Background: an optimization exercise with open tools, aiming at small area. Do not read the settings as production practice. In this exercise RTL edits were held to simulation tests only and were not proved equivalent to the original.

## flow/run.sh

```bash
#!/bin/bash
# Layout flow: the standard flow (standard.sh) with these changes.
#  * Synthesis runs the standard flow's synthesis script unchanged, but ABC maps the logic
#    with an area-oriented script (flow/abc_area.script).
#    Half adders are kept out of synthesis (ha_1 is barred there), so Yosys
#    extracts only full adders (the phase accumulator's ripple chain) and ABC
#    maps everything else.
#    Registers are mapped by the same dfflibmap step as in the standard flow.
#  * Layout settings passed to standard.sh below: the buffers synthesis
#    leaves are removed at floorplan, constant outputs share one tie cell,
#    clock tree synthesis inserts no dummy loads, and ports are buffered with
#    sky130_fd_sc_hd__buf_1.
# Each step's output goes to a log file of its own in this folder; ORFS's own
# per-step logs are under orfs/logs.
set -euo pipefail
W=$PWD
rm -rf "$W/scripts_area"
cp -r "$FLOW_HOME/scripts" "$W/scripts_area"
cp "$W/flow/abc_area.script" "$W/scripts_area/abc_area.script"
bash standard.sh SCRIPTS_DIR="$W/scripts_area" ABC_AREA=1 ADDER_MAP_FILE=$FLOW_HOME/platforms/sky130hd/cells_adders_hd.v "DONT_USE_CELLS=sky130_fd_sc_hd__probe_p_8 sky130_fd_sc_hd__probec_p_8 sky130_fd_sc_hd__lpflow_bleeder_1 sky130_fd_sc_hd__lpflow_clkbufkapwr_1 sky130_fd_sc_hd__lpflow_clkbufkapwr_16 sky130_fd_sc_hd__lpflow_clkbufkapwr_2 sky130_fd_sc_hd__lpflow_clkbufkapwr_4 sky130_fd_sc_hd__lpflow_clkbufkapwr_8 sky130_fd_sc_hd__lpflow_clkinvkapwr_1 sky130_fd_sc_hd__lpflow_clkinvkapwr_16 sky130_fd_sc_hd__lpflow_clkinvkapwr_2 sky130_fd_sc_hd__lpflow_clkinvkapwr_4 sky130_fd_sc_hd__lpflow_clkinvkapwr_8 sky130_fd_sc_hd__lpflow_decapkapwr_12 sky130_fd_sc_hd__lpflow_decapkapwr_3 sky130_fd_sc_hd__lpflow_decapkapwr_4 sky130_fd_sc_hd__lpflow_decapkapwr_6 sky130_fd_sc_hd__lpflow_decapkapwr_8 sky130_fd_sc_hd__lpflow_inputiso0n_1 sky130_fd_sc_hd__lpflow_inputiso0p_1 sky130_fd_sc_hd__lpflow_inputiso1n_1 sky130_fd_sc_hd__lpflow_inputiso1p_1 sky130_fd_sc_hd__lpflow_inputisolatch_1 sky130_fd_sc_hd__lpflow_isobufsrc_1 sky130_fd_sc_hd__lpflow_isobufsrc_16 sky130_fd_sc_hd__lpflow_isobufsrc_2 sky130_fd_sc_hd__lpflow_isobufsrc_4 sky130_fd_sc_hd__lpflow_isobufsrc_8 sky130_fd_sc_hd__lpflow_isobufsrckapwr_16 sky130_fd_sc_hd__lpflow_lsbuf_lh_hl_isowell_tap_1 sky130_fd_sc_hd__lpflow_lsbuf_lh_hl_isowell_tap_2 sky130_fd_sc_hd__lpflow_lsbuf_lh_hl_isowell_tap_4 sky130_fd_sc_hd__lpflow_lsbuf_lh_isowell_4 sky130_fd_sc_hd__lpflow_lsbuf_lh_isowell_tap_1 sky130_fd_sc_hd__lpflow_lsbuf_lh_isowell_tap_2 sky130_fd_sc_hd__lpflow_lsbuf_lh_isowell_tap_4 sky130_fd_sc_hd__ha_1" synth > "$W/synth.log" 2>&1
bash standard.sh \
  REMOVE_ABC_BUFFERS=1 SKIP_REPAIR_TIE_FANOUT=1 GPL_TIMING_DRIVEN=0 SETUP_SLACK_MARGIN=0.3 "CTS_ARGS=-sink_clustering_enable -repair_clock_nets -dont_use_dummy_load -root_buf sky130_fd_sc_hd__clkbuf_8 -buf_list sky130_fd_sc_hd__clkbuf_4" \
  "BUFFER_PORTS_ARGS=-buffer_cell sky130_fd_sc_hd__buf_1" \
  finish > "$W/layout.log" 2>&1
```

## flow/abc_area.script

```
strash
&get -n
&st
&dch
&nf -R 1000
&put
topo
```

## standard.sh

```bash
#!/bin/bash
# synth_recipe.tcl (not shown) runs the flow's synth.tcl, then flattens the netlist and writes it again
# the make line also repeats each setting of config.mk as NAME=value (left out here)
make -C /OpenROAD-flow-scripts/flow DESIGN_CONFIG=/design/flow/config.mk WORK_HOME=/design/flow/orfs CLKGATE_MAP_FILE= SYNTH_SCRIPT=/design/flow/synth_recipe.tcl "${@:-finish}"
```

## config.mk

```make
export PLATFORM = sky130hd
export DESIGN_NAME = sine_wave_wrapper
export DESIGN_NICKNAME = sine_wave_wrapper
export VERILOG_FILES = /design/flow/design.v
export SDC_FILE = /design/flow/constraint.sdc
export NUM_CORES = 4
export LEC_CHECK = 0
export CAP_MARGIN = 20
export CORE_MARGIN = 2
export CORE_UTILIZATION = 40
export SLEW_MARGIN = 20
```

## constraint.sdc

```tcl
create_clock -name core_clock -period 10.0 [get_ports {Clk}]
set_input_delay 2.0000 -clock core_clock [delete_from_list [all_inputs] [get_ports {Clk}]]
set_output_delay 2.0000 -clock core_clock [all_outputs]
set_load 0.01 [all_outputs]
```

## design.v

```verilog
module sine_wave_csr(
	input         Clk,
	input         ResetN,
	input         ChipSelect,
	input         Write,
	input         Read,
	input  [1:0]  Address,
	input  [31:0] WriteData,
	input  [9:0]  data_sin,
	output [31:0] ReadData,
	output        run,
	output [7:0]  fcw,
	output        enable_irq,
	output        clear_irq
);
	reg [7:0] data_reg;
	reg [7:0] fcw_reg;
	reg [1:0] control;
	wire wr = ChipSelect & Write;
	wire rd = ChipSelect & Read;
	assign enable_irq = control[1];
	assign run        = control[0];
	assign fcw        = fcw_reg;
	assign clear_irq  = wr & (Address == 2'd2);
	assign ReadData   = {24'h0, data_reg};
	always @(posedge Clk or negedge ResetN)
		if (~ResetN)
			fcw_reg <= 8'h0;
		else if (wr & (Address == 2'd0))
			fcw_reg <= WriteData[7:0];
	always @(posedge Clk or negedge ResetN)
		if (~ResetN)
			control <= 2'h0;
		else if (wr & (Address == 2'd1))
			control <= WriteData[1:0];
	always @(posedge Clk or negedge ResetN)
		if (~ResetN)
			data_reg <= 8'h0;
		else if (rd)
			case (Address)
				2'd0: data_reg <= fcw_reg;
				2'd1: data_reg <= {6'h0, control};
				2'd2: data_reg <= 8'h0;
				2'd3: data_reg <= data_sin[7:0];
			endcase
endmodule
module clk_divider(
	input  Clk,
	input  ResetN,
	input  run,
	input  enable_irq,
	input  clear_irq,
	output tick,
	output irq
);
	reg [4:0] lf;
	reg       tg;
	reg       flag;
	wire zero = ~(lf[3] | lf[1] | lf[0]);    
	wire go   = run & ~zero;                  
	always @(posedge Clk or negedge ResetN)
		if (~ResetN)
			lf <= 5'b00010;
		else if (go)
			lf <= {lf[3:0], lf[4] ^ lf[1]};
		else
			lf <= 5'b00010;
	always @(posedge Clk or negedge ResetN)
		if (~ResetN)
			tg <= 1'b0;
		else
			tg <= run & (tg ^ zero);
	always @(posedge Clk or negedge ResetN)
		if (~ResetN)
			flag <= 1'b0;
		else if (clear_irq)
			flag <= 1'b0;
		else if (zero)
			flag <= 1'b1;
	assign tick = run & zero & ~tg;
	assign irq  = flag & enable_irq;
endmodule
module phase_accumulator(
	input            clk,
	input            en,
	input            rst_n,
	input      [7:0] fcw,
	output reg [9:0] phase
);
	wire [9:0] b = {2'b00, fcw & {8{en}}};
	wire [10:0] c;
	wire [9:0] s;
	assign c[0] = 1'b0;
	genvar i;
	generate
		for (i = 0; i < 10; i = i + 1) begin : rca
			assign s[i]   = phase[i] ^ b[i] ^ c[i];
			assign c[i+1] = (phase[i] & b[i]) | (c[i] & (phase[i] ^ b[i]));
		end
	endgenerate
	always @(posedge clk or negedge rst_n)
		if (!rst_n)
			phase <= 10'd0;
		else
			phase <= s;
endmodule
module phase_to_amplitude_converter(
	input  [9:0] phase,
	output [9:0] data_sin
);
	wire [7:0] d;
	assign data_sin = {2'b00, d};
wire new_n19, new_n20, new_n21, new_n22, new_n23, new_n24, new_n25,
    new_n26, new_n27, new_n28, new_n29, new_n30, new_n31, new_n32, new_n33,
    new_n34, new_n35, new_n36, new_n37, new_n38, new_n39, new_n40, new_n41,
    new_n42, new_n43, new_n44, new_n45, new_n46, new_n47, new_n48, new_n49,
    new_n50, new_n51, new_n52, new_n53, new_n54, new_n55, new_n56, new_n57,
    new_n58, new_n59, new_n60, new_n61, new_n62, new_n63, new_n64, new_n65,
    new_n66, new_n67, new_n68, new_n69, new_n70, new_n71, new_n72, new_n73,
    new_n74, new_n75, new_n76, new_n77, new_n78, new_n79, new_n80, new_n81,
    new_n82, new_n83, new_n84, new_n85, new_n86, new_n87, new_n88, new_n89,
    new_n90, new_n91, new_n92, new_n93, new_n94, new_n95, new_n96, new_n97,
    new_n98, new_n99, new_n100, new_n101, new_n102, new_n103, new_n104,
    new_n105, new_n106, new_n107, new_n108, new_n109, new_n110, new_n111,
    new_n112, new_n113, new_n114, new_n115, new_n116, new_n117, new_n118,
    new_n119, new_n120, new_n121, new_n122, new_n123, new_n124, new_n125,
    new_n126, new_n127, new_n128, new_n129, new_n130, new_n131, new_n132,
    new_n133, new_n134, new_n135, new_n136, new_n137, new_n139, new_n140,
    new_n141, new_n142, new_n143, new_n144, new_n145, new_n146, new_n147,
    new_n148, new_n149, new_n150, new_n151, new_n152, new_n153, new_n154,
    new_n155, new_n156, new_n157, new_n158, new_n159, new_n160, new_n161,
    new_n162, new_n163, new_n164, new_n165, new_n166, new_n167, new_n168,
    new_n169, new_n170, new_n171, new_n172, new_n173, new_n174, new_n175,
    new_n176, new_n177, new_n178, new_n180, new_n181, new_n182, new_n183,
    new_n185, new_n186, new_n187, new_n188, new_n189, new_n190, new_n191,
    new_n192, new_n193, new_n194, new_n195, new_n196, new_n197, new_n198,
    new_n199, new_n200, new_n201, new_n202, new_n203, new_n204, new_n205,
    new_n206, new_n207, new_n208, new_n209, new_n210, new_n211, new_n212,
    new_n213, new_n214, new_n215, new_n216, new_n217, new_n218, new_n219,
    new_n220, new_n221, new_n222, new_n223, new_n224, new_n225, new_n226,
    new_n227, new_n228, new_n229, new_n230, new_n231, new_n232, new_n233,
    new_n234, new_n235, new_n236, new_n237, new_n238, new_n239, new_n240,
    new_n241, new_n242, new_n243, new_n244, new_n245, new_n246, new_n247,
    new_n248, new_n249, new_n250, new_n251, new_n252, new_n253, new_n254,
    new_n255, new_n256, new_n257, new_n258, new_n259, new_n260, new_n261,
    new_n262, new_n263, new_n264, new_n265, new_n266, new_n267, new_n268,
    new_n269, new_n270, new_n271, new_n272, new_n273, new_n274, new_n275,
    new_n276, new_n277, new_n278, new_n279, new_n280, new_n281, new_n282,
    new_n283, new_n284, new_n285, new_n286, new_n287, new_n288, new_n289,
    new_n290, new_n291, new_n293, new_n294, new_n295, new_n296, new_n297,
    new_n298, new_n299, new_n300, new_n301, new_n302, new_n303, new_n304,
    new_n305, new_n306, new_n307, new_n308, new_n309, new_n310, new_n311,
    new_n312, new_n313, new_n314, new_n315, new_n316, new_n317, new_n318,
    new_n319, new_n320, new_n321, new_n322, new_n323, new_n325, new_n326,
    new_n327, new_n328, new_n329, new_n330, new_n331, new_n332, new_n333,
    new_n334, new_n335, new_n336, new_n337, new_n338, new_n339, new_n340,
    new_n341, new_n342, new_n343, new_n344, new_n345, new_n346, new_n347,
    new_n348, new_n349, new_n350, new_n351, new_n352, new_n353, new_n354,
    new_n355, new_n356, new_n357, new_n358, new_n359, new_n360, new_n361,
    new_n362, new_n363, new_n364, new_n365, new_n366, new_n367, new_n368,
    new_n369, new_n371, new_n372, new_n373, new_n374, new_n375, new_n376,
    new_n377, new_n378, new_n379, new_n380, new_n381, new_n382, new_n383,
    new_n384, new_n385, new_n386, new_n387, new_n388, new_n389, new_n390,
    new_n391, new_n392, new_n393, new_n395, new_n396, new_n397, new_n398,
    new_n399, new_n400, new_n401, new_n402, new_n403, new_n404;
  assign new_n19 = phase[6] & ~phase[5];
  assign new_n20 = ~phase[4] & new_n19;
  assign new_n21 = ~phase[7] & phase[6];
  assign new_n22 = phase[7] & ~phase[6];
  assign new_n23 = ~new_n21 & ~new_n22;
  assign new_n24 = ~new_n20 & new_n23;
  assign new_n25 = phase[1] & phase[0];
  assign new_n26 = ~phase[3] & ~phase[2];
  assign new_n27 = ~new_n25 & new_n26;
  assign new_n28 = ~phase[6] & phase[5];
  assign new_n29 = phase[9] & phase[4];
  assign new_n30 = new_n28 & new_n29;
  assign new_n31 = ~new_n27 & new_n30;
  assign new_n32 = new_n24 & ~new_n31;
  assign new_n33 = phase[4] & new_n32;
  assign new_n34 = ~phase[1] & ~phase[0];
  assign new_n35 = ~new_n22 & ~new_n34;
  assign new_n36 = ~phase[8] & phase[5];
  assign new_n37 = ~phase[9] & ~phase[3];
  assign new_n38 = ~new_n36 & new_n37;
  assign new_n39 = ~new_n35 & new_n38;
  assign new_n40 = phase[4] & ~new_n19;
  assign new_n41 = ~new_n39 & new_n40;
  assign new_n42 = ~new_n26 & new_n41;
  assign new_n43 = new_n33 & new_n42;
  assign new_n44 = ~phase[6] & ~phase[5];
  assign new_n45 = ~phase[2] & ~phase[1];
  assign new_n46 = phase[3] & ~new_n45;
  assign new_n47 = ~phase[4] & ~new_n46;
  assign new_n48 = ~new_n44 & ~new_n47;
  assign new_n49 = ~new_n23 & new_n46;
  assign new_n50 = ~new_n31 & ~new_n49;
  assign new_n51 = new_n48 & new_n50;
  assign new_n52 = phase[3] & phase[2];
  assign new_n53 = ~new_n34 & new_n52;
  assign new_n54 = phase[3] & ~new_n53;
  assign new_n55 = ~phase[8] & ~phase[7];
  assign new_n56 = ~new_n54 & new_n55;
  assign new_n57 = ~new_n51 & new_n56;
  assign new_n58 = ~new_n43 & new_n57;
  assign new_n59 = phase[9] & ~phase[4];
  assign new_n60 = new_n55 & new_n59;
  assign new_n61 = ~new_n24 & new_n60;
  assign new_n62 = new_n27 & ~new_n55;
  assign new_n63 = ~phase[6] & phase[4];
  assign new_n64 = phase[9] & new_n63;
  assign new_n65 = ~new_n53 & new_n64;
  assign new_n66 = ~new_n62 & new_n65;
  assign new_n67 = ~new_n61 & ~new_n66;
  assign new_n68 = phase[6] & phase[5];
  assign new_n69 = ~phase[3] & phase[2];
  assign new_n70 = ~new_n25 & new_n69;
  assign new_n71 = ~new_n68 & new_n70;
  assign new_n72 = ~phase[7] & ~new_n44;
  assign new_n73 = phase[2] & phase[1];
  assign new_n74 = ~phase[3] & ~new_n73;
  assign new_n75 = new_n72 & ~new_n74;
  assign new_n76 = ~new_n71 & new_n75;
  assign new_n77 = phase[9] & new_n76;
  assign new_n78 = ~phase[9] & new_n68;
  assign new_n79 = ~new_n53 & new_n78;
  assign new_n80 = ~new_n62 & new_n79;
  assign new_n81 = ~phase[4] & ~new_n80;
  assign new_n82 = ~new_n77 & new_n81;
  assign new_n83 = new_n67 & ~new_n82;
  assign new_n84 = new_n58 & new_n83;
  assign new_n85 = phase[4] & ~new_n27;
  assign new_n86 = ~phase[9] & ~new_n44;
  assign new_n87 = new_n55 & new_n86;
  assign new_n88 = ~new_n85 & new_n87;
  assign new_n89 = ~new_n84 & new_n88;
  assign new_n90 = ~phase[4] & ~new_n72;
  assign new_n91 = new_n61 & ~new_n77;
  assign new_n92 = ~phase[8] & ~new_n44;
  assign new_n93 = new_n23 & new_n92;
  assign new_n94 = ~new_n24 & new_n93;
  assign new_n95 = ~new_n25 & new_n52;
  assign new_n96 = new_n94 & new_n95;
  assign new_n97 = ~new_n91 & ~new_n96;
  assign new_n98 = phase[8] & ~phase[6];
  assign new_n99 = ~new_n77 & new_n98;
  assign new_n100 = ~new_n53 & ~new_n99;
  assign new_n101 = new_n97 & new_n100;
  assign new_n102 = new_n90 & new_n101;
  assign new_n103 = ~new_n89 & new_n102;
  assign new_n104 = new_n19 & ~new_n34;
  assign new_n105 = phase[3] & new_n104;
  assign new_n106 = phase[8] & phase[7];
  assign new_n107 = ~new_n36 & ~new_n106;
  assign new_n108 = ~new_n105 & new_n107;
  assign new_n109 = ~phase[5] & ~new_n47;
  assign new_n110 = ~phase[9] & ~new_n109;
  assign new_n111 = new_n108 & new_n110;
  assign new_n112 = ~new_n23 & ~new_n111;
  assign new_n113 = phase[4] & ~new_n74;
  assign new_n114 = ~new_n112 & ~new_n113;
  assign new_n115 = ~phase[5] & ~new_n55;
  assign new_n116 = new_n114 & new_n115;
  assign new_n117 = ~new_n103 & new_n116;
  assign new_n118 = new_n43 & new_n72;
  assign new_n119 = new_n26 & new_n34;
  assign new_n120 = phase[8] & phase[5];
  assign new_n121 = phase[7] & ~new_n120;
  assign new_n122 = ~new_n119 & new_n121;
  assign new_n123 = ~phase[9] & ~phase[4];
  assign new_n124 = new_n106 & new_n123;
  assign new_n125 = ~phase[4] & new_n26;
  assign new_n126 = ~new_n124 & new_n125;
  assign new_n127 = new_n122 & ~new_n126;
  assign new_n128 = ~phase[9] & ~new_n52;
  assign new_n129 = new_n127 & new_n128;
  assign new_n130 = new_n20 & new_n129;
  assign new_n131 = ~new_n118 & ~new_n130;
  assign new_n132 = phase[7] & ~new_n92;
  assign new_n133 = new_n24 & ~new_n132;
  assign new_n134 = ~new_n55 & new_n133;
  assign new_n135 = new_n32 & ~new_n134;
  assign new_n136 = new_n131 & new_n135;
  assign new_n137 = ~new_n117 & new_n136;
  assign d[7] = ~phase[9] & ~new_n137;
  assign new_n139 = new_n131 & ~new_n134;
  assign new_n140 = ~new_n117 & new_n139;
  assign new_n141 = ~new_n55 & ~new_n106;
  assign new_n142 = ~new_n19 & ~new_n28;
  assign new_n143 = ~phase[9] & ~new_n142;
  assign new_n144 = ~new_n141 & new_n143;
  assign new_n145 = ~new_n137 & new_n144;
  assign new_n146 = phase[9] & new_n141;
  assign new_n147 = phase[9] & new_n85;
  assign new_n148 = new_n49 & new_n68;
  assign new_n149 = new_n147 & new_n148;
  assign new_n150 = new_n25 & new_n52;
  assign new_n151 = ~phase[9] & new_n150;
  assign new_n152 = ~phase[2] & phase[1];
  assign new_n153 = ~new_n142 & new_n152;
  assign new_n154 = ~new_n151 & ~new_n153;
  assign new_n155 = new_n48 & ~new_n49;
  assign new_n156 = new_n154 & ~new_n155;
  assign new_n157 = ~new_n127 & new_n156;
  assign new_n158 = new_n24 & new_n47;
  assign new_n159 = ~phase[5] & new_n158;
  assign new_n160 = ~phase[4] & ~new_n159;
  assign new_n161 = new_n157 & new_n160;
  assign new_n162 = phase[9] & new_n44;
  assign new_n163 = new_n161 & new_n162;
  assign new_n164 = new_n63 & new_n106;
  assign new_n165 = ~phase[4] & ~new_n26;
  assign new_n166 = ~new_n44 & new_n165;
  assign new_n167 = ~new_n70 & ~new_n124;
  assign new_n168 = ~phase[9] & ~new_n26;
  assign new_n169 = new_n167 & new_n168;
  assign new_n170 = ~new_n166 & new_n169;
  assign new_n171 = new_n164 & new_n170;
  assign new_n172 = ~new_n163 & ~new_n171;
  assign new_n173 = phase[6] & new_n88;
  assign new_n174 = new_n172 & ~new_n173;
  assign new_n175 = ~new_n149 & new_n174;
  assign new_n176 = ~new_n146 & new_n175;
  assign new_n177 = ~new_n145 & new_n176;
  assign new_n178 = ~new_n140 & new_n177;
  assign d[6] = new_n137 | new_n178;
  assign new_n180 = phase[9] & new_n32;
  assign new_n181 = ~new_n159 & new_n180;
  assign new_n182 = ~new_n117 & new_n181;
  assign new_n183 = new_n140 & ~new_n182;
  assign d[5] = new_n177 & new_n183;
  assign new_n185 = ~new_n117 & ~new_n134;
  assign new_n186 = ~phase[2] & ~new_n25;
  assign new_n187 = phase[8] & ~new_n28;
  assign new_n188 = ~new_n186 & new_n187;
  assign new_n189 = phase[3] & new_n188;
  assign new_n190 = new_n19 & new_n29;
  assign new_n191 = ~new_n119 & new_n190;
  assign new_n192 = ~new_n189 & new_n191;
  assign new_n193 = new_n68 & new_n170;
  assign new_n194 = ~new_n192 & ~new_n193;
  assign new_n195 = phase[9] & ~phase[3];
  assign new_n196 = ~new_n36 & new_n195;
  assign new_n197 = ~new_n35 & new_n196;
  assign new_n198 = ~phase[4] & ~new_n197;
  assign new_n199 = phase[7] & ~new_n71;
  assign new_n200 = ~new_n198 & new_n199;
  assign new_n201 = phase[2] & new_n197;
  assign new_n202 = new_n200 & ~new_n201;
  assign new_n203 = phase[4] & new_n26;
  assign new_n204 = new_n202 & ~new_n203;
  assign new_n205 = new_n68 & ~new_n147;
  assign new_n206 = new_n204 & new_n205;
  assign new_n207 = new_n194 & ~new_n206;
  assign new_n208 = new_n185 & new_n207;
  assign new_n209 = new_n82 & ~new_n189;
  assign new_n210 = ~phase[6] & phase[3];
  assign new_n211 = new_n186 & new_n210;
  assign new_n212 = ~new_n31 & new_n211;
  assign new_n213 = phase[9] & new_n34;
  assign new_n214 = new_n212 & new_n213;
  assign new_n215 = new_n204 & ~new_n214;
  assign new_n216 = phase[9] & ~new_n68;
  assign new_n217 = new_n215 & new_n216;
  assign new_n218 = new_n209 & ~new_n217;
  assign new_n219 = new_n118 & ~new_n151;
  assign new_n220 = phase[4] & new_n108;
  assign new_n221 = new_n129 & new_n220;
  assign new_n222 = ~new_n219 & ~new_n221;
  assign new_n223 = ~phase[5] & ~new_n106;
  assign new_n224 = ~new_n41 & new_n223;
  assign new_n225 = new_n222 & new_n224;
  assign new_n226 = ~new_n218 & new_n225;
  assign new_n227 = new_n183 & new_n225;
  assign new_n228 = new_n177 & new_n227;
  assign new_n229 = ~new_n226 & ~new_n228;
  assign new_n230 = ~new_n55 & ~new_n85;
  assign new_n231 = ~new_n229 & new_n230;
  assign new_n232 = new_n35 & new_n211;
  assign new_n233 = ~new_n132 & ~new_n232;
  assign new_n234 = new_n194 & new_n233;
  assign new_n235 = ~phase[6] & new_n48;
  assign new_n236 = ~new_n103 & new_n235;
  assign new_n237 = new_n234 & ~new_n236;
  assign new_n238 = new_n52 & new_n124;
  assign new_n239 = ~new_n164 & ~new_n238;
  assign new_n240 = ~new_n237 & new_n239;
  assign new_n241 = phase[3] & new_n73;
  assign new_n242 = ~new_n92 & new_n241;
  assign new_n243 = ~new_n21 & new_n242;
  assign new_n244 = ~new_n142 & ~new_n243;
  assign new_n245 = ~new_n182 & new_n244;
  assign new_n246 = new_n240 & new_n245;
  assign new_n247 = phase[4] & new_n58;
  assign new_n248 = ~new_n246 & ~new_n247;
  assign new_n249 = ~new_n231 & new_n248;
  assign new_n250 = ~new_n89 & new_n97;
  assign new_n251 = new_n90 & new_n250;
  assign new_n252 = new_n143 & ~new_n251;
  assign new_n253 = ~new_n232 & ~new_n238;
  assign new_n254 = new_n209 & new_n253;
  assign new_n255 = phase[5] & new_n254;
  assign new_n256 = ~new_n252 & ~new_n255;
  assign new_n257 = ~new_n170 & new_n256;
  assign new_n258 = phase[6] & new_n36;
  assign new_n259 = ~new_n99 & ~new_n258;
  assign new_n260 = new_n257 & new_n259;
  assign new_n261 = new_n229 & new_n260;
  assign new_n262 = new_n175 & ~new_n261;
  assign new_n263 = new_n249 & new_n262;
  assign new_n264 = new_n36 & new_n62;
  assign new_n265 = phase[9] & ~new_n24;
  assign new_n266 = ~new_n264 & new_n265;
  assign new_n267 = new_n263 & new_n266;
  assign new_n268 = phase[7] & new_n170;
  assign new_n269 = ~phase[9] & ~new_n158;
  assign new_n270 = ~new_n268 & new_n269;
  assign new_n271 = ~new_n20 & new_n270;
  assign new_n272 = new_n254 & new_n271;
  assign new_n273 = new_n74 & new_n92;
  assign new_n274 = new_n272 & ~new_n273;
  assign new_n275 = phase[8] & new_n215;
  assign new_n276 = ~new_n274 & ~new_n275;
  assign new_n277 = new_n174 & new_n276;
  assign new_n278 = ~new_n247 & new_n277;
  assign new_n279 = ~new_n246 & new_n278;
  assign new_n280 = ~new_n231 & new_n279;
  assign new_n281 = new_n229 & new_n259;
  assign new_n282 = new_n280 & new_n281;
  assign new_n283 = ~new_n267 & new_n282;
  assign new_n284 = ~new_n120 & d[5];
  assign new_n285 = new_n142 & new_n284;
  assign new_n286 = ~new_n283 & new_n285;
  assign new_n287 = new_n208 & ~new_n286;
  assign new_n288 = ~new_n84 & ~new_n142;
  assign new_n289 = ~new_n274 & new_n288;
  assign new_n290 = ~new_n284 & new_n289;
  assign new_n291 = ~new_n263 & new_n290;
  assign d[4] = new_n287 & ~new_n291;
  assign new_n293 = phase[8] & new_n166;
  assign new_n294 = ~new_n142 & ~new_n293;
  assign new_n295 = ~new_n284 & new_n294;
  assign new_n296 = ~phase[5] & new_n114;
  assign new_n297 = ~new_n103 & new_n296;
  assign new_n298 = ~phase[9] & ~new_n297;
  assign new_n299 = new_n134 & ~new_n298;
  assign new_n300 = ~new_n295 & new_n299;
  assign new_n301 = ~phase[9] & new_n300;
  assign new_n302 = ~new_n91 & ~new_n301;
  assign new_n303 = new_n185 & ~new_n219;
  assign new_n304 = ~new_n280 & new_n303;
  assign new_n305 = new_n157 & ~new_n165;
  assign new_n306 = ~phase[6] & ~new_n72;
  assign new_n307 = new_n274 & new_n306;
  assign new_n308 = ~new_n305 & new_n307;
  assign new_n309 = ~new_n55 & new_n307;
  assign new_n310 = ~new_n229 & new_n309;
  assign new_n311 = ~new_n308 & ~new_n310;
  assign new_n312 = ~new_n70 & new_n206;
  assign new_n313 = new_n93 & new_n214;
  assign new_n314 = ~new_n149 & ~new_n313;
  assign new_n315 = ~new_n312 & new_n314;
  assign new_n316 = new_n311 & new_n315;
  assign new_n317 = ~new_n304 & new_n316;
  assign new_n318 = new_n302 & new_n317;
  assign new_n319 = ~new_n24 & new_n263;
  assign new_n320 = ~new_n20 & new_n187;
  assign new_n321 = new_n21 & new_n320;
  assign new_n322 = ~phase[9] & new_n321;
  assign new_n323 = new_n319 & new_n322;
  assign d[3] = ~new_n318 | new_n323;
  assign new_n325 = new_n282 & new_n284;
  assign new_n326 = ~new_n267 & new_n325;
  assign new_n327 = ~new_n142 & new_n284;
  assign new_n328 = ~new_n326 & ~new_n327;
  assign new_n329 = new_n132 & new_n311;
  assign new_n330 = new_n304 & new_n329;
  assign new_n331 = ~new_n86 & new_n117;
  assign new_n332 = ~new_n159 & ~new_n331;
  assign new_n333 = ~new_n124 & ~new_n215;
  assign new_n334 = new_n140 & new_n333;
  assign new_n335 = new_n240 & new_n334;
  assign new_n336 = new_n332 & ~new_n335;
  assign new_n337 = ~new_n298 & new_n332;
  assign new_n338 = ~new_n295 & new_n337;
  assign new_n339 = ~new_n336 & ~new_n338;
  assign new_n340 = ~new_n164 & ~new_n243;
  assign new_n341 = new_n67 & new_n340;
  assign new_n342 = ~new_n298 & new_n341;
  assign new_n343 = ~new_n261 & new_n342;
  assign new_n344 = ~new_n339 & new_n343;
  assign new_n345 = ~new_n330 & new_n344;
  assign new_n346 = new_n222 & ~new_n300;
  assign new_n347 = new_n316 & new_n346;
  assign new_n348 = ~phase[9] & ~new_n161;
  assign new_n349 = new_n261 & new_n348;
  assign new_n350 = new_n29 & new_n44;
  assign new_n351 = new_n241 & new_n350;
  assign new_n352 = new_n81 & new_n321;
  assign new_n353 = ~new_n351 & ~new_n352;
  assign new_n354 = phase[3] & new_n19;
  assign new_n355 = new_n322 & new_n354;
  assign new_n356 = ~new_n91 & ~new_n355;
  assign new_n357 = ~new_n118 & new_n356;
  assign new_n358 = new_n353 & new_n357;
  assign new_n359 = ~new_n84 & new_n358;
  assign new_n360 = ~new_n349 & new_n359;
  assign new_n361 = ~new_n217 & new_n360;
  assign new_n362 = new_n347 & new_n361;
  assign new_n363 = ~new_n345 & new_n362;
  assign new_n364 = new_n328 & new_n363;
  assign new_n365 = ~new_n55 & ~new_n229;
  assign new_n366 = new_n305 & ~new_n365;
  assign new_n367 = ~new_n28 & new_n366;
  assign new_n368 = new_n362 & ~new_n367;
  assign new_n369 = ~new_n328 & new_n368;
  assign d[2] = new_n364 | new_n369;
  assign new_n371 = ~new_n111 & ~new_n130;
  assign new_n372 = ~new_n268 & new_n371;
  assign new_n373 = ~new_n19 & ~d[2];
  assign new_n374 = new_n372 & ~new_n373;
  assign new_n375 = ~phase[4] & new_n86;
  assign new_n376 = new_n264 & new_n375;
  assign new_n377 = new_n66 & new_n134;
  assign new_n378 = ~new_n376 & ~new_n377;
  assign new_n379 = ~new_n328 & new_n367;
  assign new_n380 = new_n378 & ~new_n379;
  assign new_n381 = new_n23 & new_n48;
  assign new_n382 = ~new_n330 & ~new_n381;
  assign new_n383 = ~d[5] & new_n218;
  assign new_n384 = ~new_n26 & ~new_n63;
  assign new_n385 = ~new_n383 & new_n384;
  assign new_n386 = phase[5] & new_n385;
  assign new_n387 = ~new_n382 & ~new_n386;
  assign new_n388 = new_n250 & ~new_n283;
  assign new_n389 = ~new_n387 & new_n388;
  assign new_n390 = new_n33 & new_n134;
  assign new_n391 = new_n347 & new_n390;
  assign new_n392 = ~new_n149 & ~new_n391;
  assign new_n393 = new_n389 & new_n392;
  assign d[0] = ~new_n380 | ~new_n393;
  assign new_n395 = ~new_n146 & new_n172;
  assign new_n396 = new_n347 & new_n395;
  assign new_n397 = d[0] & new_n396;
  assign new_n398 = ~new_n374 & new_n397;
  assign new_n399 = ~new_n264 & new_n319;
  assign new_n400 = new_n36 & new_n51;
  assign new_n401 = ~new_n270 & new_n400;
  assign new_n402 = ~new_n339 & ~new_n401;
  assign new_n403 = ~new_n399 & new_n402;
  assign new_n404 = new_n380 & new_n403;
  assign d[1] = ~new_n398 & new_n404;
endmodule
module sine_wave_generator(
	input        clk,
	input        en,
	input        rst_n,
	input  [7:0] fcw,
	output [9:0] phase,
	output [9:0] data_sin
);
	phase_accumulator            accumulator_inst (clk, en, rst_n, fcw, phase);
	phase_to_amplitude_converter converter_inst   (phase, data_sin);
endmodule
module sine_wave_wrapper(
	input         Clk,
	input         ResetN,
	input         ChipSelect,
	input         Write,
	input         Read,
	input  [1:0]  Address,
	input  [31:0] WriteData,
	output [31:0] ReadData,
	output [9:0]  oData_sin,
	output        irq
);
	wire       run, tick, enable_irq, clear_irq;
	wire [7:0] fcw;
	wire [9:0] phase;
	sine_wave_csr CSR(
		.Clk(Clk), .ResetN(ResetN),
		.ChipSelect(ChipSelect), .Write(Write), .Read(Read),
		.Address(Address), .WriteData(WriteData), .ReadData(ReadData),
		.data_sin(oData_sin), .run(run), .fcw(fcw),
		.enable_irq(enable_irq), .clear_irq(clear_irq));
	clk_divider clk_div(
		.Clk(Clk), .ResetN(ResetN), .run(run),
		.enable_irq(enable_irq), .clear_irq(clear_irq),
		.tick(tick), .irq(irq));
	sine_wave_generator sine_gen(
		.clk(Clk), .en(tick), .rst_n(ResetN), .fcw(fcw),
		.phase(phase), .data_sin(oData_sin));
endmodule
```

==> summary.md, run 1 <==
| Metric | Value |
|---|---|
| WL per Instance | 19.7 µm |
| Crit path time final | 9.40 ns |
| Routed vias/inst | 6.46 |
| # setup viols final | 0 |
| Crit start category | flip-flop |
| Syn Std Cell Area | 2920 µm² |
| CTS sink count | 35 |
| Initial DRC count | 548 |
| Vias in the first global route | 2778 |
| Worst path required time | 8.00 ns |
| Root Buffer | clkbuf_8 |
| Setup TNS | 0 ns |
| DR pass1 iterations | 7 |
| Register bit total from synthesis | 35 |
| Post-synth EDFFs | 0 |
| Fmax | 106 MHz |
| Overall routing resource usage | 24.4% |
| Warning count from the yosys run | 3 |
| Antenna diodes | 0 |
| CP Class | flip-flop to primary output |
| Detailed Route WL | 9550 µm |
| Synth Flop Type | dfrtp_1 |
| Post-Synthesis Cells | 372 |
| Slew Viols, Final | 0 |
| Crit Path Max Fanout | 14 |
| Post-layout nets | 433 |
| CORE AREA | 7180 µm² |
| Area grow syn2layout | 7.24% |
| CP max-delay cell | dfrtp_4 |
| Clock transition at the registers of the reported paths | 0.07 ns |
| Clock latency on the worst-skew pair | 0.30 ns |
| Mean area per synthesized cell | 7.85 µm² |
| Max reg flops | 10 |
| Initial antenna violation count | 1 |
| Post-CTS Hold Fix Bufs | 0 |
| Clock skew | 0.0175 ns |
| IO Count | 82 |
| RSZ-0062 raised after global routing | no |
| Die Wd | 89.5 µm |
| CTS tree | built |
| Routability cong. | 1.02 |
| DIE HEIGHT | 89.5 µm |
| DRC Markers | 0 |
| Post-synth ARST share | 100% |
| Maxcap violations | 0 |
| First-pass GRT wire length | 14500 µm |
| Port-buffer cells | 31 |
| Antenna viol nets, final | 0 |
| CTS buffer count | 5 |
| Commonest non-fill, non-tap cell in the layout | nand2_1 |
| Die area | 8000 µm² |
| Layout cells sized above 1 | 5.71% |
| Worst Hold Class | flip-flop to flip-flop |
| H-tree depth | 2 |
| Finished Cell Area | 3130 µm² |
| Largest net degree at the start of global routing | 30 |
| Crit path largest cell delay | 0.58 ns |
| Final hold violations | 0 |
| Status | timing/DRC/antenna clean |
| Register area share after synthesis | 30.0% |
| Worst endpoint data arrival time | 7.40 ns |
| Max clock buf depth | 2 |
| CP endpoint kind | primary output |
| DP HPWL | 7120 µm |
| Site Rows | 31 |
| Most frequent cells in the layout | nand2_1, nor2_1, dfrtp_1, buf_1, nor3_1 |
| GR Overflow Total | 0 |
| Slew @ Worst Pin | 0.931 ns |
| Area after DPL | 2990 µm² |
| Post-route clock period utilization | 94.0% |
| Vias after detailed routing | 3127 |
| Slew headroom | 37.1% |
| Initial Utilization | 40.7% |
| Synth unique cells | 49 |
[layout make-up]
type	instances	area, µm²
fill	744	4040
multi-input combinational	301	1870
sequential	35	885
timing repair buffer	34	153
tap	99	124
clock buffer	5	68.8
inverter	10	37.5
[path summary, 6_finish.rpt]
path                                                    startpoint         endpoint  slack, ns  cells after the start
min in group asynchronous                                   ResetN  CSR.data_reg[4]       1.55                      1
worst max register to register  sine_gen.accumulator_inst.phase[5]  CSR.data_reg[1]       2.76                     29
worst min-delay path                                 clk_div.lf[2]    clk_div.lf[3]       0.49                      1
worst min register to register                       clk_div.lf[2]    clk_div.lf[3]       0.49                      1
max in group asynchronous                                   ResetN    clk_div.lf[1]       8.00                      2
worst max-delay path            sine_gen.accumulator_inst.phase[5]     oData_sin[1]       0.60                     28
[Yosys cell counts (7+ instances only)]
cell type | number | area [µm²]
and2_0 | 14 | 87.6
fa_1 | 7 | 140
nor4_1 | 13 | 81.3
nor2_1 | 44 | 165
clkinv_1 | 10 | 37.5
buf_4 | 26 | 195
mux2_1 | 10 | 113
nor3_1 | 22 | 110
a31oi_1 | 10 | 62.6
nand4_1 | 11 | 68.8
o21ai_0 | 13 | 65.1
nand2_1 | 53 | 199
and3_1 | 9 | 56.3
a21oi_1 | 14 | 70.1
dfrtp_1 | 34 | 851
nand3_1 | 13 | 65.1
[stage by stage]
stage	utilization [%]	hold WS, ns	worst slack, ns	cells
global placement	41.3	0.470	-0.654	476
CTS	43.0	0.497	0.371	484
global route	43.7	0.505	0.320	484
detailed placement	41.6	0.487	-0.400	477
floorplan	-	0.459	2.07	346
finish	43.7	0.494	0.604	484
[routing by layer]
layer / track usage [%] / wire [µm] / up-vias
li1: - / - / 1369
met1: 33.6 / 3850 / 1395
met2: 33.5 / 3970 / 291
met3: 6.93 / 1040 / 70
met4: 15.5 / 668 / 2
met5: 0 / 13 / -
[timing repair]
item / CTS / global route
setup buffers: 2 / 0
cloned: 0 / 0
resized for setup: 7 / 12
pin swaps: 1 / 1
setup endpoints to repair: 3 / 4
[kinds of logic after synthesis]
logic type,count (synthesis),share of synthesized area (%)
compound gates,71,16.4
fa+ha+maj,7,4.80
flops,35,30.0
mux,10,3.85
xor+xnor,5,1.50
buf+inv,36,7.97
simple gates,207,35.3
other cells,1,0.128
[worst max-delay path, delay by kind of cell, from the launching register on]
| kind | cells | cell delay, ns |
|---|---|---|
| AND/OR/NAND/NOR | 18 | 3.87 |
| AO/OA/AOI/OAI | 8 | 2.25 |
| flip-flops | 1 | 0.58 |
| buffers and inverters | 2 | 0.39 |
==> run 2, diff against run 1 <==
--- a/flow/run.sh
+++ b/flow/run.sh
@@ -19,6 +19,6 @@
 cp "$W/flow/abc_area.script" "$W/scripts_area/abc_area.script"
 bash standard.sh SCRIPTS_DIR="$W/scripts_area" ABC_AREA=1 ADDER_MAP_FILE=$FLOW_HOME/platforms/sky130hd/cells_adders_hd.v "DONT_USE_CELLS=sky130_fd_sc_hd__probe_p_8 sky130_fd_sc_hd__probec_p_8 sky130_fd_sc_hd__lpflow_bleeder_1 sky130_fd_sc_hd__lpflow_clkbufkapwr_1 sky130_fd_sc_hd__lpflow_clkbufkapwr_16 sky130_fd_sc_hd__lpflow_clkbufkapwr_2 sky130_fd_sc_hd__lpflow_clkbufkapwr_4 sky130_fd_sc_hd__lpflow_clkbufkapwr_8 sky130_fd_sc_hd__lpflow_clkinvkapwr_1 sky130_fd_sc_hd__lpflow_clkinvkapwr_16 sky130_fd_sc_hd__lpflow_clkinvkapwr_2 sky130_fd_sc_hd__lpflow_clkinvkapwr_4 sky130_fd_sc_hd__lpflow_clkinvkapwr_8 sky130_fd_sc_hd__lpflow_decapkapwr_12 sky130_fd_sc_hd__lpflow_decapkapwr_3 sky130_fd_sc_hd__lpflow_decapkapwr_4 sky130_fd_sc_hd__lpflow_decapkapwr_6 sky130_fd_sc_hd__lpflow_decapkapwr_8 sky130_fd_sc_hd__lpflow_inputiso0n_1 sky130_fd_sc_hd__lpflow_inputiso0p_1 sky130_fd_sc_hd__lpflow_inputiso1n_1 sky130_fd_sc_hd__lpflow_inputiso1p_1 sky130_fd_sc_hd__lpflow_inputisolatch_1 sky130_fd_sc_hd__lpflow_isobufsrc_1 sky130_fd_sc_hd__lpflow_isobufsrc_16 sky130_fd_sc_hd__lpflow_isobufsrc_2 sky130_fd_sc_hd__lpflow_isobufsrc_4 sky130_fd_sc_hd__lpflow_isobufsrc_8 sky130_fd_sc_hd__lpflow_isobufsrckapwr_16 sky130_fd_sc_hd__lpflow_lsbuf_lh_hl_isowell_tap_1 sky130_fd_sc_hd__lpflow_lsbuf_lh_hl_isowell_tap_2 sky130_fd_sc_hd__lpflow_lsbuf_lh_hl_isowell_tap_4 sky130_fd_sc_hd__lpflow_lsbuf_lh_isowell_4 sky130_fd_sc_hd__lpflow_lsbuf_lh_isowell_tap_1 sky130_fd_sc_hd__lpflow_lsbuf_lh_isowell_tap_2 sky130_fd_sc_hd__lpflow_lsbuf_lh_isowell_tap_4 sky130_fd_sc_hd__ha_1" synth > "$W/synth.log" 2>&1
 bash standard.sh \
-  REMOVE_ABC_BUFFERS=1 SKIP_REPAIR_TIE_FANOUT=1 GPL_TIMING_DRIVEN=0 SETUP_SLACK_MARGIN=0.3 "CTS_ARGS=-sink_clustering_enable -repair_clock_nets -dont_use_dummy_load -root_buf sky130_fd_sc_hd__clkbuf_8 -buf_list sky130_fd_sc_hd__clkbuf_4" \
+  REMOVE_ABC_BUFFERS=1 SKIP_REPAIR_TIE_FANOUT=1 GPL_TIMING_DRIVEN=0 SETUP_SLACK_MARGIN=0.3 "CTS_ARGS=-sink_clustering_enable -repair_clock_nets -dont_use_dummy_load" \
   "BUFFER_PORTS_ARGS=-buffer_cell sky130_fd_sc_hd__buf_1" \
   finish > "$W/layout.log" 2>&1
==> run 2 against run 1 <==
Against the previous run: still clean; via count stayed put; synthesized cell count stayed put; die area stayed put; worst hold slack unchanged; first-iteration DRC count unchanged; worst setup slack did not move; non-clock buffer count did not move; sequential share of layout area unchanged; register-to-register slack is essentially flat; highest routed layer unchanged.
==> summary.md, run 2 <==
| Metric | Value |
|---|---|
| Post-synth EDFFs | 0 (unchanged) |
| CTS buffer count | 5 (unchanged) |
| CTS tree | built |
| First-pass GRT wire length | 14500 µm (unchanged) |
| Post-synth ARST share | 100% (unchanged) |
| Routed vias/inst | 6.46 (unchanged) |
| Post-layout util | 43.7% (unchanged) |
| CP endpoint kind | primary output |
| Crit path time final | 9.40 ns (unchanged) |
| Synth top cells by count | nand2_1, nor2_1, dfrtp_1, buf_4, nor3_1 |
| Syn Std Cell Area | 2920 µm² (unchanged) |
| Register area share after synthesis | 30.0% (unchanged) |
| Vias in the first global route | 2778 (unchanged) |
| CTS sink count | 35 (unchanged) |
| Worst endpoint data arrival time | 7.40 ns (about the same) |
| Post-CTS Hold Fix Bufs | 0 (unchanged) |
| Area grow syn2layout | 7.24% (unchanged) |
| Overall routing resource usage | 24.4% (unchanged) |
| Slew Viols, Final | 0 (unchanged) |
| CP Class | flip-flop to primary output |
| Finished Layout Cells | 484 (unchanged) |
| Final hold violations | 0 (unchanged) |
| Max clock buf depth | 2 (unchanged) |
| WL per Instance | 19.7 µm (unchanged) |
| Most frequent cells in the layout | nand2_1, nor2_1, dfrtp_1, buf_1, nor3_1 |
| Initial DRC count | 548 (unchanged) |
| Finished Cell Area | 3130 µm² (unchanged) |
| Fmax | 106 MHz (unchanged) |
| Synth Flop Type | dfrtp_1 |
| Die area | 8000 µm² (unchanged) |
| Register-to-register setup slack | 2.76 ns (about the same) |
| Crit path largest cell delay | 0.58 ns (about the same) |
| RSZ-0062 raised after global routing | no |
| CORE AREA | 7180 µm² (unchanged) |
| R2R cell count | 29 (unchanged) |
| Post-Synthesis Cells | 372 (unchanged) |
| Slew headroom | 37.1% (unchanged) |
| IO Count | 82 (unchanged) |
| Routability cong. | 1.02 (unchanged) |
| Most common cell in the netlist | nand2_1 |
| Initial Utilization | 40.7% (unchanged) |
| Vias after detailed routing | 3127 (unchanged) |
| Antenna viol nets, final | 0 (unchanged) |
| Fillcell total | 744 (unchanged) |
| Worst path required time | 8.00 ns (about the same) |
| Site Rows | 31 (unchanged) |
| DIE HEIGHT | 89.5 µm (unchanged) |
| Post-placement cell count | 477 (unchanged) |
| Largest net degree at the start of global routing | 30 (unchanged) |
| DP HPWL | 7120 µm (unchanged) |
| GR Overflow Total | 0 (unchanged) |
| Register bit total from synthesis | 35 (unchanged) |
| Clock transition at the registers of the reported paths | 0.07 ns (about the same) |
| Maxcap violations | 0 (unchanged) |
| Mean area per synthesized cell | 7.85 µm² (unchanged) |
| Clock skew | 0.0175 ns (unchanged) |
| H-tree depth | 2 (unchanged) |
| Area leader, netlist | dfrtp_1 |
| Die Wd | 89.5 µm (unchanged) |
| Max reg flops | 10 (unchanged) |
| Initial antenna violation count | 1 (unchanged) |
| Synth unique cells | 49 (unchanged) |
| Clock latency on the worst-skew pair | 0.30 ns (about the same) |
| Status | timing/DRC/antenna clean |
| Synth area leaders | dfrtp_1, nand2_1, buf_4 |
| # setup viols final | 0 (unchanged) |
| CP max-delay cell | dfrtp_4 |
| Slew @ Worst Pin | 0.931 ns (unchanged) |
| Layout cells sized above 1 | 5.71% (unchanged) |
| Port-buffer cells | 31 (unchanged) |
| Antenna diodes | 0 (unchanged) |
| DRC Markers | 0 (unchanged) |
| DR pass1 iterations | 7 (unchanged) |
| Root Buffer | clkbuf_8 |
| Worst Hold Class | flip-flop to flip-flop |
| Hold path depth | 1 (unchanged) |
| Crit start category | flip-flop |
| Post-route clock period utilization | 94.0% (unchanged) |
| Area after DPL | 2990 µm² (unchanged) |
| Post-layout nets | 433 (unchanged) |
| Crit Path Max Fanout | 14 (unchanged) |
| Detailed Route WL | 9550 µm (unchanged) |
| Warning count from the yosys run | 3 (unchanged) |
| Commonest non-fill, non-tap cell in the layout | nand2_1 |
| Top-area cell type share of the netlist area | 29.1% (unchanged) |
## run 2: cell families after synthesis
logic type               Yosys count  synth area share [%]
buffers and inverters             36                  7.97
AND/OR/NAND/NOR                  207                  35.3
multiplexers                      10                  3.85
adder cells (fa/ha/maj)            7                  4.80
XOR/XNOR                           5                  1.50
flip-flops                        35                  30.0
AO/OA/AOI/OAI                     71                  16.4
other                              1                 0.128
## run 2: cell type report
type	count	area [µm²]	area share [%]
Sequential cell	35	885	28.2
Inverter	10	37.5	1.20
Multi-Input combinational cell	301	1870	59.5
Timing Repair Buffer	34	153	4.87
Tap cell	99	124	3.95
Clock buffer	5	68.8	2.20
## run 2: per-layer routing
metal / share of wire (%) / up-vias / wire length, µm / GRT usage, %
met5: 0.14 / - / 13 / 0
met2: 42 / 291 / 3970 / 33.5
met3: 11 / 70 / 1040 / 6.93
met4: 7.0 / 2 / 668 / 15.5
li1: - / 1369 / - / -
met1: 40 / 1395 / 3850 / 33.6
## run 2: what timing repair did
item                       4_1_cts  5_1_grt
pin swaps                        1        1
setup buffers                    2        0
resized for setup                7       12
setup endpoints to repair        3        4
## run 2: worst max-delay path: cells and delay by family, from the launching register on
kind | cells | cell delay [ns]
simple gates | 18 | 3.87
compound gates | 8 | 2.25
flops | 1 | 0.58
buf+inv | 2 | 0.39
## run 2: stage by stage
| step | TNS (ns) | setup WS, ns | hold WS, ns |
|---|---|---|---|
| after CTS | 0 | 0.371 | 0.497 |
| final | 0 | 0.604 | 0.494 |
| after global placement | -0.805 | -0.654 | 0.470 |
| after global routing | 0 | 0.320 | 0.505 |
| after floorplan | 0 | 2.07 | 0.459 |
| after detailed placement | -0.400 | -0.400 | 0.487 |
## run 2: path summary, 6_finish.rpt
check / to / from
setup / recovery: oData_sin[1] / sine_gen.accumulator_inst.phase[5]
min in group asynchronous: CSR.data_reg[4] / ResetN
max in group asynchronous: clk_div.lf[1] / ResetN
hold reg to reg: clk_div.lf[3] / clk_div.lf[2]
hold / removal: clk_div.lf[3] / clk_div.lf[2]
setup reg to reg: CSR.data_reg[1] / sine_gen.accumulator_inst.phase[5]

## port drivers added, routing unchanged
How much do the figures lean on ideal ports? The routed layouts below were timed once more, with nothing changed but the port constraints.
Step 1 assumes that a clkbuf_16 drives the clock port and a buf_2 every other input.
Step 2, shift: input delay + t, output delay - t, t = (earliest + latest rising clock arrival at the registers) / 2. This alone moves slack from input paths to output paths.
Three values: ideal ports, drivers, drivers and shift; two values: the first two.
run | t, ns | setup WS [ns] | worst hold slack (ns) | worst register clock-pin slew, ns | cell pins on the clock port's net
run 1 | 0.317 | 0.604 / 0.575 / 0.892 | 0.494 / 0.494 / 0.494 | 0.07 / 0.07 | 1
run 2 | 0.317 | 0.604 / 0.575 / 0.892 | 0.494 / 0.494 / 0.494 | 0.07 / 0.07 | 1
After both steps setup and hold are still met in every run listed.
